This is an optimization exercise on Yosys and OpenROAD, whose aim is small area, not a production implementation.
Only simulation tests tie the RTL to the original design; equivalence was not proved.
Power figures rest on the tool's default switching activity, not on a simulated workload.

--- flow/run.sh ---
#!/bin/bash
# synth_recipe.tcl (not shown) runs the flow's synth.tcl, then flattens the netlist and writes it again
# the make line also repeats each setting of config.mk as NAME=value (left out here)
make -C /OpenROAD-flow-scripts/flow DESIGN_CONFIG=/design/flow/config.mk WORK_HOME=/design/flow/orfs CLKGATE_MAP_FILE= SYNTH_SCRIPT=/design/flow/synth_recipe.tcl finish
--- flow/config.mk ---
export PLATFORM = sky130hd
export DESIGN_NAME = top_nexys_a7
export DESIGN_NICKNAME = top_nexys_a7
export VERILOG_FILES = /design/flow/design.v
export SDC_FILE = /design/flow/constraint.sdc
export NUM_CORES = 4
export LEC_CHECK = 0
export CAP_MARGIN = 20
export CORE_MARGIN = 2
export CORE_UTILIZATION = 40
export CTS_BUF_LIST = sky130_fd_sc_hd__clkbuf_8
export SLEW_MARGIN = 20
--- flow/constraint.sdc ---
create_clock -name core_clock -period 40.0 [get_ports {clock}]
set_input_delay 8.0000 -clock core_clock [delete_from_list [all_inputs] [get_ports {clock}]]
set_output_delay 8.0000 -clock core_clock [all_outputs]
set_load 0.01 [all_outputs]
--- flow/design.v ---
`timescale 1ns / 1ps
module hx711driver (
    input  logic        clk,
    input  logic        reset,
    input  logic        ce,
    input  logic        hx711_in,
    output logic [23:0] dout,
    output logic        hx711_done_tick,
    output logic        sclk
);
    logic [5:0]  ph;
    logic [5:0]  c;
    logic [23:0] si;
    logic c_end, active, ph_last;
    assign active  = |ph;
    assign c_end   = c[5] & c[4] & c[1];             
    assign ph_last = ph[5] & ph[4] & ph[1] & ph[0];   
    logic [6:0] cc, pc;
    assign cc[0] = 1'b1;
    assign pc[0] = 1'b1;
    genvar i;
    for (i = 0; i < 6; i++) begin : g_inc
        assign cc[i+1] = cc[i] & c[i];
        assign pc[i+1] = pc[i] & ph[i];
    end
    always_ff @(posedge clk, posedge reset)
        if (reset)
            ph <= '0;
        else if (ce) begin
            if (!active) begin
                if (!hx711_in) ph <= 6'd1;
            end else if (c_end)
                ph <= ph_last ? 6'd0 : (ph ^ pc[5:0]);
        end
    always_ff @(posedge clk)
        if (ce) begin
            if (!active || c_end) c <= '0;
            else                  c <= c ^ cc[5:0];
        end
    always_ff @(posedge clk)
        if (ce && c_end && active && !ph[0] && !(ph[5] & ph[4] & ph[1]))
            si <= {si[22:0], hx711_in};
    assign dout = si;
    assign hx711_done_tick = ph_last & c_end;
    assign sclk = active & ~ph[0];
endmodule
`timescale 1ns / 1ps
module seven_seg_driver (
    input  logic        clock,
    input  logic        reset,
    input  logic [23:0] om,       
    input  logic        sgn,
    input  logic        qbit,     
    input  logic        conv_q,   
    input  logic        clr_q,    
    input  logic        load,     
    output logic        ce,       
    output logic [7:0]  segments_out,
    output logic [7:0]  anodes_out
);
    logic [9:0]  refresh_counter;
    logic        refresh_tick;
    logic [2:0]  digit_selector;
    logic [27:0] wb;
    logic        clean;
    logic [3:0]  cur, nxt;
    logic [10:0] rc;
    assign rc[0] = 1'b1;
    genvar i;
    for (i = 0; i < 10; i++) begin : g_inc
        assign rc[i+1] = rc[i] & refresh_counter[i];
    end
    logic [3:0] dc;
    assign dc[0] = refresh_tick;
    for (i = 0; i < 3; i++) begin : g_dinc
        assign dc[i+1] = dc[i] & digit_selector[i];
    end
    logic [2:0] dsel_n, dsel_n1;      
    assign dsel_n = digit_selector ^ dc[2:0];
    logic [3:0] dc1;
    assign dc1[0] = 1'b1;
    for (i = 0; i < 3; i++) begin : g_dinc1
        assign dc1[i+1] = dc1[i] & dsel_n[i];
    end
    assign dsel_n1 = dsel_n ^ dc1[2:0];
    logic [4:0] j;
    assign j = refresh_counter[4:0];
    logic per_clr;
    assign per_clr = ~(j[4] | j[3]);
    logic bin;
    logic [31:0] om_pad;
    assign om_pad = {8'b0, om};
    assign bin = conv_q ? qbit : (om_pad[~j] ^ sgn);
    logic wclr;
    assign wclr = conv_q ? clr_q : per_clr;
    logic valid;
    assign valid = clean & ~(|j);
    function automatic [3:0] add3(input [3:0] d);
        case (d)
            4'd5: add3 = 4'd8;
            4'd6: add3 = 4'd9;
            4'd7: add3 = 4'd10;
            4'd8: add3 = 4'd11;
            4'd9: add3 = 4'd12;
            default: add3 = d;
        endcase
    endfunction
    logic [27:0] wb_adj;
    for (i = 0; i < 6; i++) begin : g_dd
        assign wb_adj[i*4 +: 4] = add3(wb[i*4 +: 4]);
    end
    assign wb_adj[27:24] = wb[27:24];
    function automatic [3:0] digit_of(input [27:0] w, input [2:0] s);
        case (s)
            3'd0: digit_of = w[3:0];
            3'd1: digit_of = w[7:4];
            3'd2: digit_of = w[11:8];
            3'd3: digit_of = w[15:12];
            3'd4: digit_of = w[19:16];
            3'd5: digit_of = w[23:20];
            3'd6: digit_of = w[27:24];
            default: digit_of = 4'd0;
        endcase
    endfunction
    logic [3:0] dig_a, dig_b;
    assign dig_a = digit_of(wb, dsel_n);
    assign dig_b = digit_of(wb, dsel_n1);
    always_ff @(posedge clock, posedge reset)
        if (reset) begin
            refresh_counter <= '0;
            refresh_tick    <= 1'b0;
            digit_selector  <= '0;
            clean           <= 1'b0;
            cur             <= '0;
        end else begin
            refresh_counter <= refresh_counter ^ rc[9:0];
            refresh_tick    <= rc[10];
            digit_selector  <= dsel_n;
            if (conv_q)       clean <= 1'b0;
            else if (per_clr) clean <= 1'b1;
            if (load | valid)      cur <= dig_a;
            else if (refresh_tick) cur <= nxt;
        end
    always_ff @(posedge clock) begin
        wb <= wclr ? 28'd0 : {wb_adj[26:0], bin};
        if (load | valid) nxt <= dig_b;
    end
    assign ce = ~refresh_counter[0];
    always_comb
        case (cur)
            4'd0:    segments_out = 8'b00000011;
            4'd1:    segments_out = 8'b10011111;
            4'd2:    segments_out = 8'b00100101;
            4'd3:    segments_out = 8'b00001101;
            4'd4:    segments_out = 8'b10011001;
            4'd5:    segments_out = 8'b01001001;
            4'd6:    segments_out = 8'b01000001;
            4'd7:    segments_out = 8'b00011111;
            4'd8:    segments_out = 8'b00000001;
            4'd9:    segments_out = 8'b00001001;
            default: segments_out = 8'b11111111;
        endcase
    always_comb
        case (digit_selector)
            3'd0: anodes_out = 8'b11111110;
            3'd1: anodes_out = 8'b11111101;
            3'd2: anodes_out = 8'b11111011;
            3'd3: anodes_out = 8'b11110111;
            3'd4: anodes_out = 8'b11101111;
            3'd5: anodes_out = 8'b11011111;
            3'd6: anodes_out = 8'b10111111;
            default: anodes_out = 8'b01111111;
        endcase
endmodule
`timescale 1ns / 1ps
module rca #(parameter int W = 8) (
    input  logic [W-1:0] a,
    input  logic [W-1:0] b,
    input  logic         cin,
    output logic [W-1:0] s,
    output logic         cout
);
    logic [W:0] c;
    assign c[0] = cin;
    genvar i;
    for (i = 0; i < W; i++) begin : g_bit
        assign s[i]   = a[i] ^ b[i] ^ c[i];
        assign c[i+1] = (a[i] & b[i]) | (c[i] & (a[i] ^ b[i]));
    end
    assign cout = c[W];
endmodule
module rinc #(parameter int W = 8) (
    input  logic [W-1:0] a,
    input  logic         cin,
    output logic [W-1:0] s
);
    logic [W:0] c;
    assign c[0] = cin;
    genvar i;
    for (i = 0; i < W; i++) begin : g_bit
        assign s[i]   = a[i] ^ c[i];
        assign c[i+1] = a[i] & c[i];
    end
endmodule
module lt_const #(parameter int W = 8, parameter logic [W-1:0] K = '0) (
    input  logic [W-1:0] a,
    output logic         lt
);
    logic [W:0] c;
    assign c[0] = 1'b0;
    genvar i;
    for (i = 0; i < W; i++) begin : g_bit
        if (K[i]) begin : g_one
            assign c[i+1] = ~a[i] | c[i];
        end else begin : g_zero
            assign c[i+1] = ~a[i] & c[i];
        end
    end
    assign lt = c[W];
endmodule
module top_nexys_a7 (
    input  logic       clock,
    input  logic       reset,
    input  logic       hx711_data_in,
    output logic       hx711_sclk_out,
    output logic [5:0] states_led,
    output logic [7:0] DDP,
    output logic [7:0] AN
);
    logic ce;
    logic sync1, sync2;
    always_ff @(posedge clock)
        if (ce) begin
            sync1 <= hx711_data_in;
            sync2 <= sync1;
        end
    logic [23:0] si;
    logic        done;
    hx711driver inst_hx711_driver (
        .clk(clock), .reset(reset), .ce(ce), .hx711_in(sync2),
        .dout(si), .hx711_done_tick(done), .sclk(hx711_sclk_out));
    logic tick;
    assign tick = done & ~ce;
    localparam logic [2:0] ST_IDLE = 3'd0, ST_S1 = 3'd1, ST_S2 = 3'd2, ST_S3 = 3'd3,
                           ST_PREP = 3'd4, ST_DIV = 3'd5, ST_UPD = 3'd6, ST_CLN = 3'd7;
    logic [2:0]  state;
    logic [16:0] timer;         
    logic [28:0] acc;           
    logic [4:0]  cnt;           
    logic [1:0]  outl;          
    logic [23:0] om;            
    logic        sgn;           
    logic        zero;          
    logic        led;
    logic [4:0]  rem;           
    logic [5:0]  pv;            
    logic        pneg;
    logic tmax;                 
    assign tmax = timer[16] & timer[15] & timer[10] & timer[9] & timer[7]
                & timer[4] & timer[3] & timer[2] & timer[1] & timer[0];
    logic in_idle, in_smp, in_s3, in_prep, in_div, in_upd, in_cln;
    assign in_idle = (state == ST_IDLE);
    assign in_smp  = (state == ST_S1) | (state == ST_S2) | (state == ST_S3);
    assign in_s3   = (state == ST_S3);
    assign in_prep = (state == ST_PREP);
    assign in_div  = (state == ST_DIV);
    assign in_upd  = (state == ST_UPD);
    assign in_cln  = (state == ST_CLN);
    logic cnt_nz;
    assign cnt_nz = |cnt;
    logic [24:0] diff;
    rca #(25) u_diff (.a({si[23], si}), .b(~{sgn, om}), .cin(~sgn), .s(diff), .cout());
    logic lo_lt, lo_le;
    lt_const #(14, 14'd15000) u_lt (.a(diff[13:0]), .lt(lo_lt));
    lt_const #(14, 14'd1385)  u_le (.a(diff[13:0]), .lt(lo_le));
    logic d_small;
    assign d_small = diff[24] ? ((&diff[23:14]) & ~lo_le) : (~(|diff[23:14]) & lo_lt);
    logic accept;
    assign accept = d_small | zero | (&outl);
    logic en_s, en_p;
    assign en_s = in_s3 & accept;
    assign en_p = in_prep & acc[28];
    logic [28:0] addb, asum;
    assign addb = ({{5{si[23]}}, si} & {29{en_s}}) | {29{en_p}};
    rca #(29) u_acc (.a(acc), .b(addb), .cin(1'b0), .s(asum), .cout());
    logic t_inc, t_clr;
    assign t_clr = (in_idle & ~tick & tmax) | in_upd;
    assign t_inc = (in_idle & ~tick) | (in_smp & ~tmax) | in_div;
    logic [16:0] timer_n;
    rinc #(17) u_tinc (.a(timer), .cin(t_inc), .s(timer_n));
    logic [4:0] cnt_n;
    rinc #(5) u_cinc (.a(cnt), .cin(en_s), .s(cnt_n));
    logic [4:0] k;
    assign k = ~timer[4:0];
    logic [31:0] acc_pad;
    assign acc_pad = {3'b0, acc};
    logic dbit;
    assign dbit = timer[5] & (timer[4] | timer[3] | timer[2] | (timer[1] & timer[0]))
                & (acc_pad[k] ^ acc[28]);
    logic [5:0] rt, rsub;
    assign rt = {rem, dbit};
    logic qbit;
    rca #(6) u_dsub (.a(rt), .b(~{1'b0, cnt}), .cin(1'b1), .s(rsub), .cout(qbit));
    logic mshift;
    assign mshift = in_div & timer[5] & (timer[4] | timer[3]);
    logic xo, sn;
    assign xo = om[23] ^ sgn;
    assign sn = acc[28];
    logic [2:0] delta;
    always_comb
        case ({sgn, sn, xo, qbit})
            4'b0100, 4'b0000, 4'b0011,
            4'b1000, 4'b1011, 4'b1100, 4'b1111: delta = 3'b000;
            4'b0110, 4'b0101, 4'b0010,
            4'b1001, 4'b1101:                   delta = 3'b001;
            4'b0111:                            delta = 3'b010;
            default:                            delta = 3'b111;   
        endcase
    logic [7:0] pt2;
    rca #(8) u_pcmp (.a({1'b0, pv, 1'b0}), .b({{5{delta[2]}}, delta}), .cin(1'b0), .s(pt2), .cout());
    logic p_neg_n, p_big_n, pt_lt51;
    lt_const #(7, 7'd51) u_p51 (.a(pt2[6:0]), .lt(pt_lt51));
    assign p_neg_n = pt2[7];
    assign p_big_n = ~pt2[7] & ~pt_lt51;
    always_ff @(posedge clock, posedge reset)
        if (reset) begin
            state <= ST_IDLE;
            outl  <= '0;
            om    <= '0;
            sgn   <= 1'b0;
            zero  <= 1'b1;
            led   <= 1'b0;
        end else begin
            case (state)
                ST_IDLE: if (tick) state <= ST_S1; else if (tmax) state <= ST_PREP;
                ST_S1:   state <= ST_S2;
                ST_S2:   state <= ST_S3;
                ST_S3:   state <= ST_IDLE;
                ST_PREP: state <= cnt_nz ? ST_DIV : ST_UPD;
                ST_DIV:  if (&timer[5:0]) state <= ST_UPD;
                ST_UPD:  state <= ST_CLN;
                default: state <= ST_IDLE;
            endcase
            if (in_s3) begin
                if (accept) outl <= '0;
                else        outl <= {outl[1] | outl[0], ~outl[0]};
            end
            if (in_prep & cnt_nz) zero <= 1'b1;
            if (mshift) begin
                om   <= {om[22:0], qbit ^ sn};
                zero <= zero & ~qbit;
            end
            if (in_upd) begin
                led <= 1'b0;
                if (cnt_nz) begin
                    sgn <= sn;
                    led <= ~pneg & (pv == 6'd51) & ~(sgn & ~sn);
                end
            end
        end
    always_ff @(posedge clock) begin
        timer <= (t_clr | reset) ? 17'd0 : timer_n;
        acc   <= (in_cln | reset) ? 29'd0 : asum;
        cnt   <= (in_cln | reset) ? 5'd0 : cnt_n;
    end
    always_ff @(posedge clock) begin
        if (in_prep) begin
            rem  <= '0;
            pv   <= '0;
            pneg <= 1'b0;
        end else begin
            rem <= qbit ? rsub[4:0] : rt[4:0];
            if (mshift && !pneg && pv != 6'd51) begin
                pneg <= p_neg_n;
                pv   <= p_big_n ? 6'd51 : pt2[5:0];
            end
        end
    end
    assign states_led = {led, 1'b0, led, led, 1'b0, led};
    seven_seg_driver inst_display (
        .clock(clock), .reset(reset), .om(om), .sgn(sgn), .qbit(qbit),
        .conv_q(in_prep | in_div | in_upd), .clr_q(in_prep), .load(in_upd & cnt_nz),
        .ce(ce), .segments_out(DDP), .anodes_out(AN));
endmodule
==> results of run 1 <==
[per-layer routing]
metal | vias up | routed length [um] | global-route usage
li1 | 3291 | - | -
met1 | 3205 | 9580 | 0.225
met2 | 62 | 8960 | 0.250
met3 | 14 | 502 | 0.0282
met4 | 0 | 214 | 0.0430
met5 | - | 0 | 0
[cell families after synthesis]
kind of cell | count (synthesis) | share of synthesized area
AOI/OAI and AO/OA | 196 | 0.112
xor gates and xnor gates | 15 | 0.0162
adders and majority gates | 113 | 0.183
buffers and inverters | 148 | 0.0635
DFF | 184 | 0.426
muxes | 47 | 0.0688
other | 2 | 0.000739
and+or+nand+nor | 267 | 0.130
[state kept, by name, indices dropped and copies added, names as in the netlist, 5 cells and up]
signal                        flops
acc                              29
cnt                               5
inst_display.refresh_counter     10
inst_display.wb                  28
inst_hx711_driver.c               6
inst_hx711_driver.ph              6
inst_hx711_driver.si             24
om                               24
pv                                6
rem                               5
timer                            17
[power by group]
| part | total (uW) | internal [uW] | switching (uW) |
|---|---|---|---|
| clock | 136 | 63.5 | 72.6 |
| combinational | 3.33 | 1.02 | 2.31 |
| sequential | 190 | 189 | 1.00 |
| total | 330 | 254 | 75.9 |
[worst max-delay path, delay by kind of cell, from the launching register on]
| kind | cells | cell delay (ns) |
|---|---|---|
| multiplexers | 1 | 0.14 |
| adder cells (fa/ha/maj) | 52 | 21.33 |
| buffers and inverters | 6 | 0.43 |
| AND/OR/NAND/NOR | 6 | 1.52 |
| flip-flops | 1 | 0.56 |
| AO/OA/AOI/OAI | 1 | 0.22 |
[worst max path at each step]
stage	to	cells past startpoint	start	slack [ns]
6_report	acc[28]	66	sgn	15.72
5_1_grt	acc[28]	66	sgn	14.63
4_1_cts	acc[28]	66	sgn	15.62
3_5_place_dp	acc[28]	66	sgn	15.73
3_3_place_gp	acc[28]	66	sgn	16.01
2_1_floorplan	acc[28]	67	sgn	17.33
[layout make-up]
type	instances	area share
tap	330	0.0376
timing repair buffer	26	0.0228
sequential	184	0.394
clock inverter	15	0.0175
multi-input combinational	641	0.474
clock buffer	17	0.0213
inverter	94	0.0326
[layout by cell type, fill, tap and decap left out, types with 5 or more instances in the layout]
cell / n
nand4_1: 6
edfxtp_1: 36
dfxtp_1: 91
nand2b_1: 8
clkdlybuf4s50_1: 22
inv_1: 93
nor3_1: 9
clkbuf_8: 17
fa_1: 60
o21ai_0: 70
mux2_2: 13
a21oi_1: 73
nor2b_1: 7
a211oi_1: 15
mux2i_1: 17
xnor2_1: 12
and3_1: 5
ha_1: 53
nand3b_1: 7
nand2_1: 69
a31oi_1: 7
nand3_1: 11
nor3b_1: 9
and2_1: 32
nor2_1: 83
mux4_2: 17
dfrtp_1: 56
[per-stage QoR]
stage	hold slack, ns	total power (uW)
floorplan	0.400	197
global placement	0.410	198
detailed placement	0.416	198
CTS	0.442	334
global route	0.466	343
finish	0.439	330
==> results by group, run 1 <==
Outcome
  • Status: timing/DRC/antenna clean

Synthesis
  • Cell Area, Synth: 10200 um2
  • Post-Synthesis Cells: 972
  • Cell taking the most area after synthesis: dfxtp_1
  • Async set-reset flop share out of synthesis: 0.310
  • Seq/Total Area, Yosys: 0.426
  • Synth top area share: 0.179
  • Ys Warns: 3
  • Count leader, synth: inv_1
  • EDFF count, synth: 36
  • Primary FF master, synth: dfxtp_1
  • Netlist cell types: 67
  • Syn avg cell area: 10.5 um2
  • Area contributors post-synth: dfxtp_1 18%, dfrtp_1 14%, fa_1 12%
  • Flops & latches, synth: 184
  • Post-synth top cells: 93 x inv_1, 91 x dfxtp_1, 83 x nor2_1, 73 x a21oi_1, 70 x o21ai_0

Critical path
  • Critical path startpoint category: register
  • Slowest CP cell: and2_1
  • Delay of the slowest cell on the worst path: 0.67 ns
  • R2R Path Start: sgn
  • CP arrival: 24.70 ns
  • CP Capture Type: register
  • R2R Setup Slk: 15.72 ns
  • Worst path most repeated cell: fa_1
  • Reg2reg path depth: 66
  • Critical Path RT: 40.42 ns
  • CP max FO: 26
  • WS Path Type: register to register
  • FF-to-FF End: acc[28]

Finish
  • Utilization after layout: 0.439
  • Register area: 4330 um2
  • Share of cells above drive strength 1: 0.0809
  • Filler instances: 2413
  • Final Non-Filler Cells: 1307
  • Multi-input gate area: 5200 um2
  • N_diodes: 0
  • Syn-to-layout area delta: 7.99%
  • Final #Nets: 1080
  • Post-route cell area: 11000 um2

STA
  • Final worst path period share: 0.607
  • Final hold vios: 0
  • Setup ws final: 15.72 ns
  • Setup violations, final: 0
  • Highest Clock Rate: 41.2 MHz
  • RSZ-0062 raised after global routing: false
  • Clock period minus worst slack: 24.28 ns
  • Relative slew slack: 0.283
  • Slew of the pin with the lowest slew margin: 1.07 ns
  • Setup_tns: 0 ns
  • Max Slew Vio Count: 0
  • Clock skew: 0.0181 ns

GRT
  • GRT Overall Usage: 0.158
  • Antenna violations before repair: 0
  • Vias in the first global route: 6596
  • First-pass GRT wire length: 33500 um
  • Largest net degree at the start of global routing: 58
  • Gr ovfl total: 0

Power and ir drop
  • P_leak: 0.00414 uW
  • PwrDens: 30.0 nW/um2
  • Max VDD drop: 23.3 uV

Flow run
  • Maxcap violations: 0

Clocking
  • Post-CTS Setup Bufs: 0
  • Worst-Skew Late Latency: 0.48 ns
  • Clock Tree Buf Depth: 2
  • CTS root buf: clkbuf_8
  • Hold Buf Count CTS: 0
  • Clock Sinks: 184
  • Reg clk slew, reported paths: 0.11 ns
  • Total CTS buffers: 17
  • CTS tree: done
  • # H-tree levels: 4
  • Post-cts sizing count: 0

Worst hold path
  • Worst Hold End: sync2
  • Hold/Removal Path Class: register to register
  • Worst hold path cell count: 0
  • Min-delay src: sync1

Placed design
  • Port Buf Inserts: 22
  • Placed instance count: 1275
  • RePlAce Congestion: 0.804
  • Post-place setup slack: 15.73 ns
  • Cell area after placement: 10600 um2
  • Hpwl dp: 14100 um

Drt
  • Post-route ant nets: 0
  • Routed len/inst: 14.7 um
  • Vias post-DR: 6572
  • DR pass1 iterations: 4
  • DR iter-0 viols: 373
  • Vias per inst: 5.03
  • Total wire length: 19300 um
  • Post-route DRC violation count: 0

Die
  • Die height: 163 um
  • Die area: 26700 um2
  • Initial core utilization: 0.406
  • Core ar.: 25000 um2
  • Row Count: 58
  • Num ports: 26
  • Die W: 163 um
==> run 2, diff against run 1 <==
--- a/flow/config.mk
+++ b/flow/config.mk
@@ -8,5 +8,4 @@
 export CAP_MARGIN = 20
 export CORE_MARGIN = 2
 export CORE_UTILIZATION = 40
-export CTS_BUF_LIST = sky130_fd_sc_hd__clkbuf_8
 export SLEW_MARGIN = 20
==> results by group, run 2 <==
Outcome
  • Status: timing/DRC/antenna clean

Drt
  • Routed len/inst: 14.8 um
  • DR pass1 iterations: 5
  • Vias post-DR: 6630
  • Vias per inst: 5.07
  • Total wire length: 19400 um
  • Post-route DRC violation count: 0
  • Post-route ant nets: 0
  • DR iter-0 viols: 464

STA
  • Clock period minus worst slack: 24.33 ns
  • Highest Clock Rate: 41.1 MHz
  • Setup violations, final: 0
  • Final worst path period share: 0.608
  • Max Slew Vio Count: 0
  • Clock skew: 0.0199 ns
  • Setup_tns: 0 ns
  • Final hold vios: 0
  • RSZ-0062 raised after global routing: false
  • Relative slew slack: 0.293
  • Slew of the pin with the lowest slew margin: 1.06 ns

GRT
  • Vias in the first global route: 6617
  • First-pass GRT wire length: 33700 um
  • Antenna violations before repair: 0
  • Largest net degree at the start of global routing: 58
  • GRT Overall Usage: 0.159
  • Gr ovfl total: 0

Clocking
  • Hold Buf Count CTS: 0
  • Clock Sinks: 184
  • Clock Tree Buf Depth: 2
  • # H-tree levels: 4
  • Post-CTS Setup Bufs: 0
  • Worst-Skew Late Latency: 0.44 ns
  • CTS tree: done
  • Post-cts sizing count: 0
  • Total CTS buffers: 17
  • CTS root buf: clkbuf_16
  • Reg clk slew, reported paths: 0.07 ns

Synthesis
  • Cell taking the most area after synthesis: dfxtp_1
  • Seq/Total Area, Yosys: 0.426
  • Flops & latches, synth: 184
  • Syn avg cell area: 10.5 um2
  • Async set-reset flop share out of synthesis: 0.310
  • Netlist cell types: 67
  • Post-synth top cells: 93 x inv_1, 91 x dfxtp_1, 83 x nor2_1, 73 x a21oi_1, 70 x o21ai_0
  • EDFF count, synth: 36
  • Ys Warns: 3
  • Cell Area, Synth: 10200 um2
  • Synth top area share: 0.179
  • Post-Synthesis Cells: 972
  • Area contributors post-synth: dfxtp_1 18%, dfrtp_1 14%, fa_1 12%
  • Count leader, synth: inv_1
  • Primary FF master, synth: dfxtp_1

Critical path
  • CP max FO: 26
  • CP Capture Type: register
  • Family with the most delay on the worst path: adder cells
  • Crit path buffers/inverters: 6
  • Critical Path RT: 40.37 ns
  • Delay of the slowest cell on the worst path: 0.68 ns
  • CP arrival: 24.70 ns
  • Slowest CP cell: and2_1
  • Reg2reg path depth: 66
  • Worst path most repeated cell: fa_1
  • Critical path startpoint category: register
  • Critical path depth: 66
  • WS Path Type: register to register

Placed design
  • RePlAce Congestion: 0.804
  • Placed instance count: 1275
  • Hpwl dp: 14100 um
  • Port Buf Inserts: 22

Finish
  • N_diodes: 0
  • Final #Nets: 1080
  • Top reg by flops: acc
  • Filler instances: 2381
  • Top flop regs: acc (29), inst_display.wb (28)
  • Max FFs per register: 29
  • Final Non-Filler Cells: 1307
  • Share of cells above drive strength 1: 0.0809
  • Most frequent cells in the layout: 92 x inv_1, 91 x dfxtp_1, 83 x nor2_1
  • Syn-to-layout area delta: 9.72%
  • Most common cell after layout, fill and taps aside: inv_1

Die
  • Initial core utilization: 0.406
  • Die area: 26700 um2
  • Row Count: 58
  • Die W: 163 um
  • Num ports: 26
  • Core ar.: 25000 um2
  • Die height: 163 um

Power and ir drop
  • Max VDD drop: 19.9 uV
  • P_leak: 0.00422 uW
  • PwrDens: 32.7 nW/um2

Worst hold path
  • Worst hold path cell count: 0
  • Hold/Removal Path Class: register to register

Flow run
  • Maxcap violations: 0
[run 2: cell counts after synthesis]
Identical to the previous run, type by type.
[run 2: stage by stage]
stage | hold slack, ns | power [uW] | util | setup slack (ns) | area (um2)
after floorplan | 0.400 | 197 | - | 17.33 | 10200
after global placement | 0.410 | 198 | 0.422 | 16.01 | 10600
after detailed placement | 0.416 | 198 | 0.422 | 15.73 | 10600
after CTS | 0.434 | 369 | 0.446 | 15.57 | 11200
after global routing | 0.457 | 378 | 0.446 | 14.58 | 11200
final | 0.433 | 364 | 0.446 | 15.67 | 11200
[run 2: path summary, 6_finish.rpt]
kind	slack (ns)	endpoint	start
max	15.67	acc[28]	sgn
min	0.43	sync2	sync1
max reg2reg	15.67	acc[28]	sgn
min reg2reg	0.43	sync2	sync1
max in group asynchronous	31.27	om[2]	reset
min in group asynchronous	8.22	led	reset
[run 2: metal layers]
layer  track usage  vias up  share of wire
met2         0.255       88           0.47
met5             0        -              0
met3        0.0279       11          0.029
li1              -     3290              -
met4        0.0398        0         0.0094
met1         0.224     3241           0.49
[run 2: final cells by class]
class	instances	area (um2)	area share
clock buffer	21	504	0.0452
clock inverter	11	98.8	0.00886
inverter	94	358	0.0321
multi-input combinational	641	5200	0.466
sequential	184	4330	0.388
tap	330	413	0.0370
timing repair buffer	26	250	0.0224
[run 2: cell families (layout without fill, tap and decap cells)]
logic type / after synthesis / after routing / share of synthesized area
AO/OA/AOI/OAI: 196 / 196 / 0.112
XOR/XNOR: 15 / 15 / 0.0162
adder cells (fa/ha/maj): 113 / 113 / 0.183
buffers and inverters: 148 / 152 / 0.0635
flip-flops: 184 / 184 / 0.426
multiplexers: 47 / 47 / 0.0688
other: 2 / 3 / 0.000739
AND/OR/NAND/NOR: 267 / 267 / 0.130
[run 2: power by group]
group	total (uW)	internal [uW]	switching [uW]
logic	3.32	1.02	2.30
registers	190	189	1.01
clock network	171	92.9	77.9
total	364	283	81.2
[run 2: worst reg2reg max path, delay by kind of cell (launching register included)]
family,cells,cell delay [ns]
adder cells (fa/ha/maj),52,21.37
AND/OR/NAND/NOR,6,1.55
flip-flops,1,0.56
buffers and inverters,6,0.43
AO/OA/AOI/OAI,1,0.22
multiplexers,1,0.14
==> run 3, diff against run 2 <==
==> flow/flow/run.sh (new file) <==
#!/bin/bash
# Standard layout (standard synthesis unchanged), with three layout options:
# port buffers use the smallest buffer, the clock tree uses clkbuf_8 without
# dummy loads, and global routing recovers area on paths with slack.
set -uo pipefail
bash standard.sh \
  RECOVER_POWER=100 \
  "CTS_ARGS=-sink_clustering_enable -repair_clock_nets -buf_list sky130_fd_sc_hd__clkbuf_8 -dont_use_dummy_load" \
  "BUFFER_PORTS_ARGS=-buffer_cell sky130_fd_sc_hd__buf_1" \
  finish > flow_make.log 2>&1
status=$?
cp -r orfs/logs flow_logs 2>/dev/null || true
exit $status
==> flow/standard.sh (new file) <==
#!/bin/bash
# synth_recipe.tcl (not shown) runs the flow's synth.tcl, then flattens the netlist and writes it again
# the make line also repeats each setting of config.mk as NAME=value (left out here)
make -C /OpenROAD-flow-scripts/flow DESIGN_CONFIG=/design/flow/config.mk WORK_HOME=/design/flow/orfs CLKGATE_MAP_FILE= SYNTH_SCRIPT=/design/flow/synth_recipe.tcl "${@:-finish}"
--- a/flow/config.mk
+++ b/flow/config.mk
@@ -5,6 +5,7 @@
 export SDC_FILE = /design/flow/constraint.sdc
 export NUM_CORES = 4
 export LEC_CHECK = 0
+export ABC_AREA = 1
 export CAP_MARGIN = 20
 export CORE_MARGIN = 2
 export CORE_UTILIZATION = 40
removed: flow/run.sh
==> results by group, run 3 <==
Outcome
  • Status: failed layout checks
  • SO Faults: max-capacitance violations, max-slew violations

Critical path
  • Critical Path RT: 40.33 ns
  • Critical path startpoint category: register
  • FF-to-FF End: acc[28]
  • Delay of the slowest cell on the worst path: 0.56 ns
  • Slowest CP cell: fa_1
  • R2R Path Start: sgn
  • Worst path most repeated cell: fa_1
  • Family with the most delay on the worst path: adder cells
  • CP arrival: 24.17 ns
  • CP Capture Type: register
  • Reg2reg path depth: 69
  • WS Path Type: register to register
  • CP max FO: 23
  • Crit path buffers/inverters: 7
  • R2R Setup Slk: 16.16 ns

Clocking
  • Clock Sinks: 184
  • Post-cts sizing count: 0
  • CTS root buf: clkbuf_8
  • Hold Buf Count CTS: 0
  • Clock Tree Buf Depth: 2
  • Reg clk slew, reported paths: 0.08 ns
  • CTS tree: done
  • Total CTS buffers: 17
  • Post-CTS Setup Bufs: 0
  • # H-tree levels: 4
  • Worst-Skew Late Latency: 0.46 ns

GRT
  • Largest net degree at the start of global routing: 60
  • Met2 GRT Util: 0.249
  • Gr ovfl total: 0
  • Antenna violations before repair: 0
  • Met3 global-route usage: 0.0293
  • GRT Overall Usage: 0.161
  • First-pass GRT wire length: 34100 um
  • Met1 Usage GRT: 0.231
  • GRT busiest layer: met2
  • Vias in the first global route: 6997

Power and ir drop
  • Switching Fraction: 0.215
  • P_leak: 0.00423 uW
  • PwrDens: 27.4 nW/um2
  • Seq pwr share: 0.654
  • Internal power: 228 uW
  • Clock share of power: 0.328
  • P_sw: 62.5 uW
  • Max VDD drop: 14.5 uV
  • Gate power share: 0.018

Synthesis
  • Area contributors post-synth: dfxtp_1 18%, dfrtp_1 14%, fa_1 12%
  • EDFF count, synth: 36
  • Cell taking the most area after synthesis: dfxtp_1
  • Cell Area, Synth: 10100 um2
  • Netlist cell types: 50
  • Syn avg cell area: 8.81 um2
  • Flops & latches, synth: 184
  • Primary FF master, synth: dfxtp_1
  • Ys Warns: 3
  • Seq/Total Area, Yosys: 0.429
  • Count leader, synth: inv_1
  • Async set-reset flop share out of synthesis: 0.310
  • Post-synth top cells: 221 x inv_1, 149 x nand2_1, 115 x nor2_1, 91 x dfxtp_1, 90 x o21ai_0
  • Post-Synthesis Cells: 1146
  • Synth top area share: 0.180

Finish
  • Most common cell after layout, fill and taps aside: inv_1
  • Share of cells above drive strength 1: 0.0242
  • Top reg by flops: acc
  • N_diodes: 0
  • Max FFs per register: 29
  • Top flop regs: acc (29), inst_display.wb (28)
  • Filler instances: 2515
  • Register area: 4330 um2
  • Final #Nets: 1274
  • Syn-to-layout area delta: 5.05%
  • Most frequent cells in the layout: 224 x inv_1, 152 x nand2_1, 115 x nor2_1
  • Multi-input gate area: 4660 um2

Drt
  • Post-route ant nets: 0
  • Post-route DRC violation count: 0
  • Vias post-DR: 7229
  • Vias per inst: 4.86
  • DR pass1 iterations: 5
  • DR iter-0 viols: 470
  • Total wire length: 19700 um
  • Routed len/inst: 13.2 um

STA
  • Setup_tns: 0 ns
  • Final worst path period share: 0.596
  • Setup violations, final: 0
  • Max Slew Vio Count: 139
  • RSZ-0062 raised after global routing: false
  • Slew of the pin with the lowest slew margin: 3.30 ns
  • Fin Hold WS: 0.429 ns
  • Highest Clock Rate: 41.9 MHz
  • Clock period minus worst slack: 23.84 ns
  • Final hold vios: 0
  • Clock skew: 0.0452 ns
  • Relative slew slack: -1.20

Die
  • Initial core utilization: 0.404
  • Die height: 163 um
  • Row Count: 58
  • Num ports: 26
  • Die W: 163 um
  • Die area: 26500 um2
  • Core ar.: 25000 um2

Placed design
  • Hpwl dp: 14900 um
  • Port Buf Inserts: 22
  • RePlAce Congestion: 0.907

Worst hold path
  • Min-delay src: sync1
  • Hold/Removal Path Class: register to register
  • Worst hold path cell count: 0
  • Worst Hold End: sync2

Flow run
  • Maxcap violations: 3
## run 3: cell count changes in the layout (fill, tap and decap cells not counted), moves of 20 or more
cell / change
o21ai_0: +22
inv_1: +132
buf_1: +22
nand3_1: +34
clkbuf_16: -20
nand2_1: +83
nand4_1: +20
nor2_1: +32
clkdlybuf4s50_1: -22
and2_1: -32
## run 3: final cells by class
cell class,instances,share of cell area
Inverter,230,0.0814
Timing Repair Buffer,26,0.00956
Sequential cell,184,0.408
Multi-Input combinational cell,699,0.440
Tap cell,330,0.0389
Clock buffer,17,0.0221
## run 3: kinds of logic (layout without fill, tap and decap cells)
| group | after synthesis | in the layout | synth area share |
|---|---|---|---|
| other | 2 | 3 | 0.000744 |
| AOI/OAI and AO/OA | 217 | 217 | 0.120 |
| and+or+nand+nor | 358 | 358 | 0.153 |
| DFF | 184 | 184 | 0.429 |
| xor gates and xnor gates | 8 | 8 | 0.00694 |
| buffers and inverters | 264 | 273 | 0.105 |
| adders and majority gates | 113 | 113 | 0.185 |
## run 3: worst max path at each step
stage,to,depth (start not counted),startpoint
5_1_grt,acc[28],70,sgn
3_5_place_dp,acc[28],69,sgn
6_report,acc[28],69,sgn
3_3_place_gp,acc[28],69,sgn
4_1_cts,acc[28],69,sgn
2_1_floorplan,acc[28],70,sgn
## run 3: metal layers
metal | part of all wire | routed length (um)
met4 | 0.012 | 231
met2 | 0.45 | 8790
met1 | 0.51 | 9980
met3 | 0.033 | 658
met5 | 0 | 0
## run 3: power groups by stage
| stage | logic, uW | clock network, uW | registers, uW |
|---|---|---|---|
| after floorplan | 4.78 | 0 | 194 |
| after global placement | 5.44 | 0 | 194 |
| after CTS | 5.49 | 100 | 190 |
| after detailed placement | 5.48 | 0 | 194 |
| final | 5.34 | 95.3 | 190 |
| after global routing | 6.24 | 108 | 190 |
## run 3: metrics by stage
step	util	area (um2)	cells	power [uW]	setup WS [ns]
after floorplan	-	10100	1147	198	17.37
after global placement	0.418	10400	1469	200	16.58
after detailed placement	0.418	10400	1469	200	16.37
after CTS	0.427	10700	1486	296	16.36
after global routing	0.425	10600	1486	304	15.03
final	0.425	10600	1486	291	16.16
==> run 4, diff against run 3 <==
==> flow/flow/run.sh (replaced) <==
#!/bin/bash
# Standard layout (standard synthesis unchanged), with three layout options:
# output port buffers use buf_1, the clock tree uses clkbuf_8 without dummy
# loads, and global routing recovers area on paths with slack.
set -uo pipefail
bash standard.sh \
  RECOVER_POWER=100 \
  DONT_BUFFER_PORTS=1 \
  "PRE_GLOBAL_PLACE_TCL=$PWD/flow/pre_gpl.tcl" \
  "CTS_ARGS=-sink_clustering_enable -repair_clock_nets -buf_list sky130_fd_sc_hd__clkbuf_8 -dont_use_dummy_load" \
  finish > flow_make.log 2>&1
status=$?
cp -r orfs/logs flow_logs 2>/dev/null || true
exit $status
==> flow/flow/pre_gpl.tcl (new file) <==
# Port buffering in place of the standard step (DONT_BUFFER_PORTS=1):
# every input and output port still gets a buffer; outputs use buf_1.
buffer_ports -inputs
buffer_ports -outputs -buffer_cell sky130_fd_sc_hd__buf_1
==> results by group, run 4 <==
Finish
  • Share of cells above drive strength 1: 0.0247
  • Final #Nets: 1253
  • Top flop regs: acc (29), inst_display.wb (28)
  • Multi-input gate area: 4660 um2
  • Top reg by flops: acc
  • Post-route cell area: 10500 um2
  • Max FFs per register: 29
  • Register area: 4330 um2
  • N_diodes: 0
  • Syn-to-layout area delta: 4.26%
  • Filler instances: 2550
  • Most common cell after layout, fill and taps aside: inv_1
  • Most frequent cells in the layout: 225 x inv_1, 152 x nand2_1, 115 x nor2_1

STA
  • Clock period minus worst slack: 23.79 ns
  • Max Slew Vio Count: 110
  • Final worst path period share: 0.595
  • Slew of the pin with the lowest slew margin: 3.27 ns
  • Clock skew: 0.0427 ns
  • Highest Clock Rate: 42.0 MHz
  • Setup violations, final: 0
  • Final hold vios: 0
  • Setup ws final: 16.21 ns
  • RSZ-0062 raised after global routing: false
  • Relative slew slack: -1.18
  • Setup_tns: 0 ns

Power and ir drop
  • P_leak: 0.00421 uW
  • PwrDens: 27.7 nW/um2
  • Max VDD drop: 16.8 uV

Placed design
  • Post-place setup slack: 16.42 ns
  • Port Buf Inserts: 22
  • Cell area after placement: 10400 um2
  • RePlAce Congestion: 0.910
  • Hpwl dp: 14900 um

Critical path
  • CP Capture Type: register
  • Critical Path RT: 40.33 ns
  • Slowest CP cell: fa_1
  • Worst path most repeated cell: fa_1
  • Delay of the slowest cell on the worst path: 0.57 ns
  • CP arrival: 24.13 ns
  • WS Path Type: register to register
  • CP max FO: 23
  • Critical path startpoint category: register
  • R2R Setup Slk: 16.21 ns

Drt
  • Total wire length: 19500 um
  • Vias post-DR: 7167
  • Post-route DRC violation count: 0
  • Routed len/inst: 13.3 um
  • DR iter-0 viols: 496
  • Post-route ant nets: 0
  • Vias per inst: 4.89
  • DR pass1 iterations: 5

Synthesis
  • Flops & latches, synth: 184
  • Ys Warns: 3
  • Cell taking the most area after synthesis: dfxtp_1
  • Cell Area, Synth: 10100 um2
  • Syn avg cell area: 8.81 um2
  • Count leader, synth: inv_1
  • Post-synth top cells: 221 x inv_1, 149 x nand2_1, 115 x nor2_1, 91 x dfxtp_1, 90 x o21ai_0
  • Async set-reset flop share out of synthesis: 0.310
  • Primary FF master, synth: dfxtp_1
  • Netlist cell types: 50
  • Area contributors post-synth: dfxtp_1 18%, dfrtp_1 14%, fa_1 12%
  • Post-Synthesis Cells: 1146
  • Seq/Total Area, Yosys: 0.429
  • EDFF count, synth: 36
  • Synth top area share: 0.180

GRT
  • GRT Overall Usage: 0.158
  • Largest net degree at the start of global routing: 60
  • Vias in the first global route: 6993
  • First-pass GRT wire length: 33600 um
  • Gr ovfl total: 0
  • Antenna violations before repair: 0

Die
  • Num ports: 26
  • Row Count: 58
  • Initial core utilization: 0.404
  • Die height: 163 um
  • Die area: 26500 um2
  • Core ar.: 25000 um2
  • Die W: 163 um

Flow run
  • Maxcap violations: 2

Outcome
  • SO Faults: max-capacitance violations, max-slew violations
  • Status: failed layout checks

Clocking
  • Clock Tree Buf Depth: 2
  • Clock Sinks: 184
  • Total CTS buffers: 17
  • CTS tree: done
  • Reg clk slew, reported paths: 0.09 ns
  • Post-CTS Setup Bufs: 0
  • CTS root buf: clkbuf_8
  • Hold Buf Count CTS: 0
  • Post-cts sizing count: 0
  • Worst-Skew Late Latency: 0.48 ns
  • # H-tree levels: 4

Worst hold path
  • Hold/Removal Path Class: register to register
run 4: cell counts after synthesis:
Identical to the previous run, type by type.
run 4: final timing paths:
check                      startpoint                        endpoint  cells after the start
setup / recovery                  sgn                         acc[28]                     69
max in group asynchronous       reset                        state[2]                      2
hold reg to reg                 sync1                           sync2                      0
hold / removal                  sync1                           sync2                      0
min in group asynchronous       reset  inst_display.digit_selector[2]                      2
setup reg to reg                  sgn                         acc[28]                     69
run 4: critical path: cells and delay by family (launching register included):
| family | cells | cell delay [ns] |
|---|---|---|
| compound gates | 1 | 0.13 |
| fa+ha+maj | 52 | 21.24 |
| buf+inv | 7 | 0.96 |
| flops | 1 | 0.43 |
| simple gates | 9 | 0.91 |
run 4: power by group:
part	internal [uW]	total, uW	switching (uW)
Sequential	189	190	0.869
Clock	37.7	96.2	58.5
Combinational	1.34	5.20	3.86
run 4: final cells by class:
type | instances | share of cell area
Timing Repair Buffer | 5 | 0.00214
Sequential cell | 184 | 0.411
Clock buffer | 17 | 0.0222
Multi-Input combinational cell | 699 | 0.443
Inverter | 230 | 0.0820
Tap cell | 330 | 0.0392
run 4: cell families (layout without fill, tap and decap cells):
| family | Yosys count | after routing | synth area share |
|---|---|---|---|
| other | 2 | 3 | 0.000744 |
| adders and majority gates | 113 | 113 | 0.185 |
| xor gates and xnor gates | 8 | 8 | 0.00694 |
| buffers and inverters | 264 | 252 | 0.105 |
| AOI/OAI and AO/OA | 217 | 217 | 0.120 |
| and+or+nand+nor | 358 | 358 | 0.153 |
| DFF | 184 | 184 | 0.429 |
run 4: routing by layer:
metal / share of wire / up-vias / global-route usage
met5: 0 / - / 0
met4: 0.013 / 0 / 0.0451
met3: 0.034 / 24 / 0.0300
met2: 0.44 / 110 / 0.240
met1: 0.51 / 3395 / 0.230
li1: - / 3638 / -
run 4: per-stage QoR:
step	hold WS (ns)	std cells	util	power [uW]
floorplan	0.400	1147	-	198
global placement	0.404	1448	0.415	200
detailed placement	0.415	1448	0.415	200
CTS	0.450	1465	0.424	295
global route	0.460	1465	0.422	303
finish	0.445	1465	0.422	291
==> run 5, diff against run 4 <==
--- a/flow/design.v
+++ b/flow/design.v
@@ -6,7 +6,8 @@
     input  logic        hx711_in,
     output logic [23:0] dout,
     output logic        hx711_done_tick,
-    output logic        sclk
+    output logic        sclk,
+    output logic        last_phase      
 );
     logic [5:0]  ph;
     logic [5:0]  c;
@@ -43,13 +44,16 @@
     assign dout = si;
     assign hx711_done_tick = ph_last & c_end;
     assign sclk = active & ~ph[0];
+    assign last_phase = ph_last;
 endmodule
 `timescale 1ns / 1ps
 module seven_seg_driver (
     input  logic        clock,
     input  logic        reset,
-    input  logic [23:0] om,       
+    input  logic        om_msb,   
     input  logic        sgn,
+    input  logic        busy_soon,  
+    output logic        rot,      
     input  logic        qbit,     
     input  logic        conv_q,   
     input  logic        clr_q,    
@@ -63,6 +67,7 @@
     logic [2:0]  digit_selector;
     logic [27:0] wb;
     logic        clean;
+    logic        rot_go;
     logic [3:0]  cur, nxt;
     logic [10:0] rc;
     assign rc[0] = 1'b1;
@@ -88,13 +93,12 @@
     logic per_clr;
     assign per_clr = ~(j[4] | j[3]);
     logic bin;
-    logic [31:0] om_pad;
-    assign om_pad = {8'b0, om};
-    assign bin = conv_q ? qbit : (om_pad[~j] ^ sgn);
+    assign bin = conv_q ? qbit : (om_msb ^ sgn);
+    assign rot = rot_go & ~per_clr;
     logic wclr;
     assign wclr = conv_q ? clr_q : per_clr;
     logic valid;
-    assign valid = clean & ~(|j);
+    assign valid = clean & rot_go & ~(|j);
     function automatic [3:0] add3(input [3:0] d);
         case (d)
             4'd5: add3 = 4'd8;
@@ -131,6 +135,7 @@
             refresh_tick    <= 1'b0;
             digit_selector  <= '0;
             clean           <= 1'b0;
+            rot_go          <= 1'b0;
             cur             <= '0;
         end else begin
             refresh_counter <= refresh_counter ^ rc[9:0];
@@ -138,6 +143,7 @@
             digit_selector  <= dsel_n;
             if (conv_q)       clean <= 1'b0;
             else if (per_clr) clean <= 1'b1;
+            if (j == 5'd7)    rot_go <= ~conv_q & ~busy_soon;
             if (load | valid)      cur <= dig_a;
             else if (refresh_tick) cur <= nxt;
         end
@@ -235,10 +241,10 @@
             sync2 <= sync1;
         end
     logic [23:0] si;
-    logic        done;
+    logic        done, last_phase;
     hx711driver inst_hx711_driver (
         .clk(clock), .reset(reset), .ce(ce), .hx711_in(sync2),
-        .dout(si), .hx711_done_tick(done), .sclk(hx711_sclk_out));
+        .dout(si), .hx711_done_tick(done), .sclk(hx711_sclk_out), .last_phase(last_phase));
     logic tick;
     assign tick = done & ~ce;
     localparam logic [2:0] ST_IDLE = 3'd0, ST_S1 = 3'd1, ST_S2 = 3'd2, ST_S3 = 3'd3,
@@ -246,6 +252,7 @@
     logic [2:0]  state;
     logic [16:0] timer;         
     logic [28:0] acc;           
+    logic        sn;            
     logic [4:0]  cnt;           
     logic [1:0]  outl;          
     logic [23:0] om;            
@@ -277,11 +284,13 @@
     assign d_small = diff[24] ? ((&diff[23:14]) & ~lo_le) : (~(|diff[23:14]) & lo_lt);
     logic accept;
     assign accept = d_small | zero | (&outl);
+    logic dshift;
+    assign dshift = in_div & timer[5] & (timer[4] | timer[3] | timer[2] | (timer[1] & timer[0]));
     logic en_s, en_p;
     assign en_s = in_s3 & accept;
     assign en_p = in_prep & acc[28];
     logic [28:0] addb, asum;
-    assign addb = ({{5{si[23]}}, si} & {29{en_s}}) | {29{en_p}};
+    assign addb = ({{5{si[23]}}, si} & {29{en_s}}) | (acc & {29{dshift}}) | {29{en_p}};
     rca #(29) u_acc (.a(acc), .b(addb), .cin(1'b0), .s(asum), .cout());
     logic t_inc, t_clr;
     assign t_clr = (in_idle & ~tick & tmax) | in_upd;
@@ -290,22 +299,17 @@
     rinc #(17) u_tinc (.a(timer), .cin(t_inc), .s(timer_n));
     logic [4:0] cnt_n;
     rinc #(5) u_cinc (.a(cnt), .cin(en_s), .s(cnt_n));
-    logic [4:0] k;
-    assign k = ~timer[4:0];
-    logic [31:0] acc_pad;
-    assign acc_pad = {3'b0, acc};
     logic dbit;
-    assign dbit = timer[5] & (timer[4] | timer[3] | timer[2] | (timer[1] & timer[0]))
-                & (acc_pad[k] ^ acc[28]);
+    assign dbit = dshift & (acc[28] ^ sn);
     logic [5:0] rt, rsub;
     assign rt = {rem, dbit};
     logic qbit;
     rca #(6) u_dsub (.a(rt), .b(~{1'b0, cnt}), .cin(1'b1), .s(rsub), .cout(qbit));
+    logic rot;
     logic mshift;
     assign mshift = in_div & timer[5] & (timer[4] | timer[3]);
-    logic xo, sn;
+    logic xo;
     assign xo = om[23] ^ sgn;
-    assign sn = acc[28];
     logic [2:0] delta;
     always_comb
         case ({sgn, sn, xo, qbit})
@@ -316,12 +320,22 @@
             4'b0111:                            delta = 3'b010;
             default:                            delta = 3'b111;   
         endcase
-    logic [7:0] pt2;
-    rca #(8) u_pcmp (.a({1'b0, pv, 1'b0}), .b({{5{delta[2]}}, delta}), .cin(1'b0), .s(pt2), .cout());
-    logic p_neg_n, p_big_n, pt_lt51;
-    lt_const #(7, 7'd51) u_p51 (.a(pt2[6:0]), .lt(pt_lt51));
-    assign p_neg_n = pt2[7];
-    assign p_big_n = ~pt2[7] & ~pt_lt51;
+    logic p_inc, p_dec, p_f;
+    assign p_inc = ~delta[2] & delta[1];
+    assign p_dec = delta[2];
+    assign p_f   = delta[0];
+    logic [6:0] pc;
+    logic [5:0] pu;
+    assign pc[0] = p_inc | p_dec;
+    genvar gi;
+    for (gi = 0; gi < 6; gi++) begin : g_pu
+        assign pu[gi]   = pv[gi] ^ pc[gi];
+        assign pc[gi+1] = pc[gi] & (pv[gi] ^ p_dec);
+    end
+    logic p_neg_n, p_big_n, pu_lt26;
+    assign p_neg_n = p_dec & pc[6];
+    lt_const #(6, 6'd26) u_p26 (.a(pu), .lt(pu_lt26));
+    assign p_big_n = ~p_neg_n & (~pu_lt26 | (pu == 6'd25 & p_f));
     always_ff @(posedge clock, posedge reset)
         if (reset) begin
             state <= ST_IDLE;
@@ -349,7 +363,8 @@
             if (mshift) begin
                 om   <= {om[22:0], qbit ^ sn};
                 zero <= zero & ~qbit;
-            end
+            end else if (rot)
+                om   <= {om[22:0], om[23]};
             if (in_upd) begin
                 led <= 1'b0;
                 if (cnt_nz) begin
@@ -360,7 +375,8 @@
         end
     always_ff @(posedge clock) begin
         timer <= (t_clr | reset) ? 17'd0 : timer_n;
-        acc   <= (in_cln | reset) ? 29'd0 : asum;
+        acc   <= reset ? 29'd0 : asum;      
+        if (in_prep) sn <= acc[28];
         cnt   <= (in_cln | reset) ? 5'd0 : cnt_n;
     end
     always_ff @(posedge clock) begin
@@ -372,13 +388,14 @@
             rem <= qbit ? rsub[4:0] : rt[4:0];
             if (mshift && !pneg && pv != 6'd51) begin
                 pneg <= p_neg_n;
-                pv   <= p_big_n ? 6'd51 : pt2[5:0];
+                pv   <= p_big_n ? 6'd51 : {pu[4:0], p_f};
             end
         end
     end
     assign states_led = {led, 1'b0, led, led, 1'b0, led};
     seven_seg_driver inst_display (
-        .clock(clock), .reset(reset), .om(om), .sgn(sgn), .qbit(qbit),
+        .clock(clock), .reset(reset), .om_msb(om[23]), .sgn(sgn), .qbit(qbit),
+        .busy_soon(last_phase), .rot(rot),
         .conv_q(in_prep | in_div | in_upd), .clr_q(in_prep), .load(in_upd & cnt_nz),
         .ce(ce), .segments_out(DDP), .anodes_out(AN));
 endmodule
==> flow/run.sh (new file) <==
#!/bin/bash
# synth_recipe.tcl (not shown) runs the flow's synth.tcl, then flattens the netlist and writes it again
# the make line also repeats each setting of config.mk as NAME=value (left out here)
make -C /OpenROAD-flow-scripts/flow DESIGN_CONFIG=/design/flow/config.mk WORK_HOME=/design/flow/orfs CLKGATE_MAP_FILE= SYNTH_SCRIPT=/design/flow/synth_recipe.tcl finish
--- a/flow/config.mk
+++ b/flow/config.mk
@@ -5,8 +5,8 @@
 export SDC_FILE = /design/flow/constraint.sdc
 export NUM_CORES = 4
 export LEC_CHECK = 0
-export ABC_AREA = 1
 export CAP_MARGIN = 20
 export CORE_MARGIN = 2
 export CORE_UTILIZATION = 40
+export CTS_BUF_LIST = sky130_fd_sc_hd__clkbuf_8
 export SLEW_MARGIN = 20
removed: flow/flow/run.sh
removed: flow/flow/pre_gpl.tcl
removed: flow/standard.sh
==> results by group, run 5 <==
Outcome
  • Status: timing/DRC/antenna clean

Synthesis
  • Syn avg cell area: 10.2 um2
  • Area share of fa/ha/maj cells after synthesis: 0.176
  • Mux cell area share after synthesis: 0.0272
  • Count leader, synth: inv_1
  • Area contributors post-synth: dfxtp_1 18%, dfrtp_1 14%, edfxtp_1 11%
  • Largest family of logic cells by synthesized area: adder cells
  • Cell Area, Synth: 9940 um2
  • Async set-reset flop share out of synthesis: 0.312
  • Synth top area share: 0.183
  • Simple-Gate Fraction of Synth Area: 0.137
  • Ys Warns: 3
  • EDFF count, synth: 37
  • Complex-gate fraction of the synthesized area: 0.142
  • Cell taking the most area after synthesis: dfxtp_1
  • Seq/Total Area, Yosys: 0.441
  • Netlist cell types: 71
  • Flops & latches, synth: 186
  • Primary FF master, synth: dfxtp_1
  • XOR/XNOR share of the synthesized area: 0.0150
  • Post-synth top cells: 93 x inv_1, 91 x dfxtp_1, 90 x nor2_1, 74 x nand2_1, 65 x o21ai_0
  • Post-Synthesis Cells: 979

Critical path
  • CP Capture Type: register
  • Critical path startpoint category: register
  • CP arrival: 24.33 ns
  • Reg2reg path depth: 67
  • Worst path most repeated cell: fa_1
  • WS Path Type: register to register
  • Delay of the slowest cell on the worst path: 0.50 ns
  • Critical Path RT: 40.36 ns
  • Family with the most delay on the worst path: adder cells
  • FF-to-FF End: acc[28]
  • R2R Path Start: sgn
  • CP max FO: 28
  • R2R Setup Slk: 16.03 ns
  • Crit path buffers/inverters: 7
  • Slowest CP cell: dfrtp_1

STA
  • RSZ-0062 raised after global routing: false
  • Max Slew Vio Count: 0
  • Clock period minus worst slack: 23.97 ns
  • Clock skew: 0.0130 ns
  • Highest Clock Rate: 41.7 MHz
  • Setup_tns: 0 ns
  • Final worst path period share: 0.599
  • Relative slew slack: 0.396
  • Setup violations, final: 0
  • Final hold vios: 0
  • Slew of the pin with the lowest slew margin: 0.903 ns

Placed design
  • Port Buf Inserts: 22
  • RePlAce Congestion: 0.781
  • Hpwl dp: 13100 um
  • Placed instance count: 1275
  • Cell area after placement: 10400 um2

Drt
  • DR iter-0 viols: 441
  • Total wire length: 18400 um
  • Routed len/inst: 14.0 um
  • Post-route DRC violation count: 0
  • Post-route ant nets: 0
  • Vias post-DR: 6618
  • Vias per inst: 5.06
  • DR pass1 iterations: 4

Finish
  • N_diodes: 0
  • Post-route cell area: 10800 um2
  • Share of cells above drive strength 1: 0.0691
  • Top flop regs: acc (29), inst_display.wb (28)
  • Final Non-Filler Cells: 1308
  • Most frequent cells in the layout: 92 x inv_1, 91 x dfxtp_1, 90 x nor2_1
  • Top reg by flops: acc
  • Final #Nets: 1081
  • Utilization after layout: 0.443
  • Most common cell after layout, fill and taps aside: inv_1
  • Max FFs per register: 29
  • Syn-to-layout area delta: 8.70%

Clocking
  • Reg clk slew, reported paths: 0.10 ns
  • Clock Sinks: 186
  • Clock Tree Buf Depth: 2
  • Post-CTS Setup Bufs: 0
  • CTS tree: done
  • Worst-Skew Late Latency: 0.47 ns
  • # H-tree levels: 4
  • Post-cts sizing count: 0
  • Total CTS buffers: 17
  • Hold Buf Count CTS: 0
  • CTS root buf: clkbuf_8

GRT
  • Antenna violations before repair: 0
  • Largest net degree at the start of global routing: 45
  • Gr ovfl total: 0
  • First-pass GRT wire length: 31800 um
  • GRT Overall Usage: 0.150
  • Vias in the first global route: 6327

Die
  • Initial core utilization: 0.408
  • Die area: 26100 um2
  • Die W: 162 um
  • Die height: 162 um
  • Num ports: 26
  • Core ar.: 24400 um2
  • Row Count: 57

Power and ir drop
  • PwrDens: 30.2 nW/um2
  • Gate power share: 0.009
  • Seq pwr share: 0.587
  • Switching Fraction: 0.234
  • Clock share of power: 0.404
  • P_sw: 76.3 uW
  • Max VDD drop: 20.9 uV
  • Internal power: 250 uW
  • P_leak: 0.00404 uW

Worst hold path
  • Min-delay src: sync1
  • Worst Hold End: sync2
  • Hold/Removal Path Class: register to register
  • Worst hold path cell count: 0

Flow run
  • Maxcap violations: 0
==> run 5: cell types whose count changed after synthesis, sizes merged, moves of 10 or more <==
cell,change
a211oi,+17
a21oi,-13
a221oi,+28
and2,+30
and3,+10
clkbuf,+30
inv,-135
nand2,-78
nand3,-34
nand4,-20
nor2,-27
nor2b,+12
o21ai,-32
o22ai,-13
==> run 5: area by class of cell <==
type | instances | area (um2)
tap | 324 | 405
inverter | 95 | 357
fill | 2342 | 13600
clock buffer | 17 | 234
timing repair buffer | 29 | 280
sequential | 186 | 4390
clock inverter | 15 | 171
multi-input combinational | 642 | 4970
==> run 5: power by group through the flow <==
| stage | clock network, uW | registers (uW) | logic (uW) |
|---|---|---|---|
| finish | 132 | 192 | 3.02 |
| CTS | 137 | 192 | 3.20 |
| global route | 144 | 192 | 3.59 |
| detailed placement | 0 | 196 | 3.18 |
| floorplan | 0 | 196 | 2.19 |
| global placement | 0 | 196 | 3.16 |
==> run 5: routing by layer <==
layer	GRT usage	share of wire	vias to the layer above
li1	-	-	3343
met1	0.218	0.51	3190
met2	0.232	0.45	70
met3	0.0283	0.029	15
met4	0.0394	0.011	0
met5	0	0	-
==> run 5: per-stage QoR <==
| step | setup slack, ns | hold WS (ns) | power (uW) |
|---|---|---|---|
| floorplan | 17.02 | 0.400 | 198 |
| global placement | 16.20 | 0.401 | 199 |
| detailed placement | 15.94 | 0.407 | 199 |
| CTS | 15.90 | 0.432 | 332 |
| global route | 15.00 | 0.454 | 339 |
| finish | 16.03 | 0.429 | 326 |
==> run 5: cells by family after synthesis <==
group | after synthesis
AOI/OAI and AO/OA | 215
xor gates and xnor gates | 17
adders and majority gates | 107
buffers and inverters | 152
DFF | 186
muxes | 18
other | 2
and+or+nand+nor | 282
==> run 5: worst reg2reg max path: cells and delay by family, from the launching register on <==
kind | cells | cell delay [ns]
adders and majority gates | 52 | 21.17
AOI/OAI and AO/OA | 4 | 0.87
buffers and inverters | 7 | 0.79
and+or+nand+nor | 4 | 0.55
DFF | 1 | 0.50
==> run 5: worst max path at each step <==
stage / startpoint / slack (ns) / end / depth (start not counted)
after floorplan: sgn / 17.02 / acc[28] / 65
after global placement: sgn / 16.20 / acc[28] / 67
after detailed placement: sgn / 15.94 / acc[28] / 67
after CTS: sgn / 15.90 / acc[28] / 67
after global routing: sgn / 15.00 / acc[28] / 67
final: sgn / 16.03 / acc[28] / 67
==> run 6, diff against run 5 <==
==> flow/flow/run.sh (new file) <==
#!/bin/bash
# Standard layout (standard synthesis unchanged), with two layout options:
# output port buffers use buf_1, and the clock tree uses clkbuf_8 without
# dummy loads.
set -uo pipefail
bash standard.sh \
  DONT_BUFFER_PORTS=1 \
  "PRE_GLOBAL_PLACE_TCL=$PWD/flow/pre_gpl.tcl" \
  "CTS_ARGS=-sink_clustering_enable -repair_clock_nets -buf_list sky130_fd_sc_hd__clkbuf_8 -dont_use_dummy_load" \
  finish > flow_make.log 2>&1
status=$?
cp -r orfs/logs flow_logs 2>/dev/null || true
exit $status
==> flow/flow/pre_gpl.tcl (new file) <==
# Port buffering in place of the standard step (DONT_BUFFER_PORTS=1):
# every input and output port still gets a buffer; outputs use buf_1.
buffer_ports -inputs
buffer_ports -outputs -buffer_cell sky130_fd_sc_hd__buf_1
==> flow/standard.sh (new file) <==
#!/bin/bash
# synth_recipe.tcl (not shown) runs the flow's synth.tcl, then flattens the netlist and writes it again
# the make line also repeats each setting of config.mk as NAME=value (left out here)
make -C /OpenROAD-flow-scripts/flow DESIGN_CONFIG=/design/flow/config.mk WORK_HOME=/design/flow/orfs CLKGATE_MAP_FILE= SYNTH_SCRIPT=/design/flow/synth_recipe.tcl "${@:-finish}"
--- a/flow/config.mk
+++ b/flow/config.mk
@@ -8,5 +8,4 @@
 export CAP_MARGIN = 20
 export CORE_MARGIN = 2
 export CORE_UTILIZATION = 40
-export CTS_BUF_LIST = sky130_fd_sc_hd__clkbuf_8
 export SLEW_MARGIN = 20
removed: flow/run.sh
==> results by group, run 6 <==
Outcome
  • Status: timing/DRC/antenna clean

Placed design
  • RePlAce Congestion: 0.786
  • Post-place setup slack: 16.00 ns
  • Port Buf Inserts: 22
  • Hpwl dp: 13000 um

Finish
  • Most frequent cells in the layout: 92 x inv_1, 91 x dfxtp_1, 90 x nor2_1
  • Filler instances: 2402
  • Final #Nets: 1058
  • Share of cells above drive strength 1: 0.0550
  • Top reg by flops: acc
  • N_diodes: 0
  • Syn-to-layout area delta: 4.64%
  • Most common cell after layout, fill and taps aside: inv_1
  • Top flop regs: acc (29), inst_display.wb (28)
  • Utilization after layout: 0.427
  • Max FFs per register: 29

Die
  • Core ar.: 24400 um2
  • Die height: 162 um
  • Initial core utilization: 0.408
  • Row Count: 57
  • Die area: 26100 um2
  • Die W: 162 um
  • Num ports: 26

Synthesis
  • Seq/Total Area, Yosys: 0.441
  • Cell Area, Synth: 9940 um2
  • Synth top area share: 0.183
  • Largest family of logic cells by synthesized area: adder cells
  • Simple-Gate Fraction of Synth Area: 0.137
  • EDFF count, synth: 37
  • Post-synth top cells: 93 x inv_1, 91 x dfxtp_1, 90 x nor2_1, 74 x nand2_1, 65 x o21ai_0
  • Area contributors post-synth: dfxtp_1 18%, dfrtp_1 14%, edfxtp_1 11%
  • Ys Warns: 3
  • Syn avg cell area: 10.2 um2
  • Netlist cell types: 71
  • Flops & latches, synth: 186
  • Cell taking the most area after synthesis: dfxtp_1
  • Count leader, synth: inv_1
  • Complex-gate fraction of the synthesized area: 0.142
  • Primary FF master, synth: dfxtp_1
  • XOR/XNOR share of the synthesized area: 0.0150
  • Post-Synthesis Cells: 979
  • Area share of fa/ha/maj cells after synthesis: 0.176
  • Async set-reset flop share out of synthesis: 0.312
  • Mux cell area share after synthesis: 0.0272

Clocking
  • Clock Tree Buf Depth: 2
  • Worst-Skew Late Latency: 0.46 ns
  • # H-tree levels: 4
  • Total CTS buffers: 17
  • Post-cts sizing count: 0
  • Reg clk slew, reported paths: 0.10 ns
  • Clock Sinks: 186
  • CTS root buf: clkbuf_8
  • Hold Buf Count CTS: 0
  • Post-CTS Setup Bufs: 0
  • CTS tree: done

STA
  • Clock skew: 0.0355 ns
  • Final worst path period share: 0.597
  • Fin Hold WS: 0.430 ns
  • Clock period minus worst slack: 23.89 ns
  • Slew of the pin with the lowest slew margin: 0.955 ns
  • Setup violations, final: 0
  • Final hold vios: 0
  • Setup ws final: 16.11 ns
  • RSZ-0062 raised after global routing: false
  • Max Slew Vio Count: 0
  • Relative slew slack: 0.358
  • Highest Clock Rate: 41.9 MHz
  • Setup_tns: 0 ns

Critical path
  • Critical path startpoint category: register
  • Slowest CP cell: dfrtp_1
  • Critical Path RT: 40.36 ns
  • R2R Setup Slk: 16.11 ns
  • Family with the most delay on the worst path: adder cells
  • CP Capture Type: register
  • CP arrival: 24.25 ns
  • Worst path most repeated cell: fa_1
  • Crit path buffers/inverters: 7
  • CP max FO: 28
  • WS Path Type: register to register
  • Delay of the slowest cell on the worst path: 0.50 ns

GRT
  • Vias in the first global route: 6416
  • Gr ovfl total: 0
  • First-pass GRT wire length: 32000 um
  • Largest net degree at the start of global routing: 61
  • Antenna violations before repair: 0
  • GRT Overall Usage: 0.151

Drt
  • DR iter-0 viols: 466
  • Vias post-DR: 6568
  • Total wire length: 18400 um
  • Vias per inst: 5.17
  • Routed len/inst: 14.5 um
  • Post-route DRC violation count: 0
  • Post-route ant nets: 0
  • DR pass1 iterations: 5

Flow run
  • Maxcap violations: 0

Power and ir drop
  • P_leak: 0.00387 uW
  • Tot Pwr: 289 uW
  • Max VDD drop: 14.5 uV
  • PwrDens: 27.8 nW/um2

Worst hold path
  • Hold/Removal Path Class: register to register
run 6: cell counts after synthesis:
No cell type changed its count.
run 6: power by group:
| group | internal [uW] | switching [uW] | leakage (uW) | total, uW |
|---|---|---|---|---|
| Clock | 37.7 | 57.3 | 0.000122 | 95.0 |
| Sequential | 191 | 0.216 | 0.00184 | 192 |
| Combinational | 0.414 | 1.77 | 0.00190 | 2.18 |
| Total | 229 | 59.3 | 0.00387 | 289 |
run 6: layer usage:
layer  share of wire  routed length (um)  vias to the layer above  GRT usage
met5               0                   0                        -          0
met4           0.012                 227                        0     0.0447
met3           0.030                 551                       17     0.0304
met2            0.44                8040                       89      0.230
met1            0.52                9540                     3180      0.220
li1                -                   -                     3282          -
run 6: path summary, 6_finish.rpt:
path                             from                       to  cells past startpoint
worst min register to register  sync1                    sync2                      0
min in group asynchronous       reset  inst_hx711_driver.ph[0]                      2
worst max-delay path              sgn                  acc[28]                     67
worst min-delay path            sync1                    sync2                      0
max in group asynchronous       reset       inst_display.clean                      2
worst max register to register    sgn                  acc[28]                     67
run 6: layout make-up:
cell class / instances / area (um2) / share of cell area
tap: 324 / 405 / 0.0390
clock buffer: 17 / 234 / 0.0225
inverter: 95 / 357 / 0.0343
sequential: 186 / 4390 / 0.422
timing repair buffer: 6 / 48.8 / 0.00469
multi-input combinational: 642 / 4970 / 0.478
run 6: through the flow:
step / cell area, um2 / cells
floorplan: 9950 / 980
global placement: 10200 / 1252
detailed placement: 10200 / 1252
CTS: 10400 / 1269
global route: 10400 / 1270
finish: 10400 / 1270
run 6: logic make-up (layout without fill, tap and decap cells):
group | Yosys count | in the layout
compound gates | 215 | 215
simple gates | 282 | 282
buf+inv | 152 | 118
other cells | 2 | 3
flops | 186 | 186
fa+ha+maj | 107 | 107
xor+xnor | 17 | 17
mux | 18 | 18
run 6: worst register-to-register path, delay by kind of cell, from the launching register on:
family                     cells  cell delay (ns)
AOI/OAI and AO/OA              4             0.89
buffers and inverters          7             0.78
adders and majority gates     52            21.13
DFF                            1             0.50
and+or+nand+nor                4             0.51

-- afterwards: timing with drivers on the ports --
The flow's constraints put no driver on any port. The routed layouts listed below were extracted and timed again, unchanged, in two steps.
Step 1 (the two cells are an assumption about what drives the block):
set clk [get_ports {clock}]
set_driving_cell -lib_cell sky130_fd_sc_hd__clkbuf_16 $clk
set_driving_cell -lib_cell sky130_fd_sc_hd__buf_2 [delete_from_list [all_inputs] $clk]
Step 2 adds t to the input delays and takes it off the output delays; t is the mean of the earliest and latest rising clock arrival at the registers after step 1. Input paths then give back, and output paths get back, about the clock's delay inside the block.
Slacks: no drivers / after step 1 / after step 2; pairs: no drivers / after step 1.
run	shift t [ns]	setup slack, ns	hold slack, ns	worst slew at a driven data input, ns	pins driven straight from the clock port
run 1	0.514	15.720 / 15.720 / 15.720	0.439 / 0.439 / 0.439	0.03	1
run 2	0.476	15.670 / 15.670 / 15.670	0.433 / 0.433 / 0.433	0.03	1
run 3	0.486	16.158 / 16.158 / 16.158	0.429 / 0.429 / 0.429	0.03	1
run 4	0.495	16.207 / 16.207 / 16.207	0.445 / 0.445 / 0.445	0.03	1
run 5	0.502	16.028 / 16.028 / 16.028	0.429 / 0.429 / 0.429	0.03	1
run 6	0.482	16.111 / 16.111 / 16.111	0.430 / 0.430 / 0.430	0.62	1
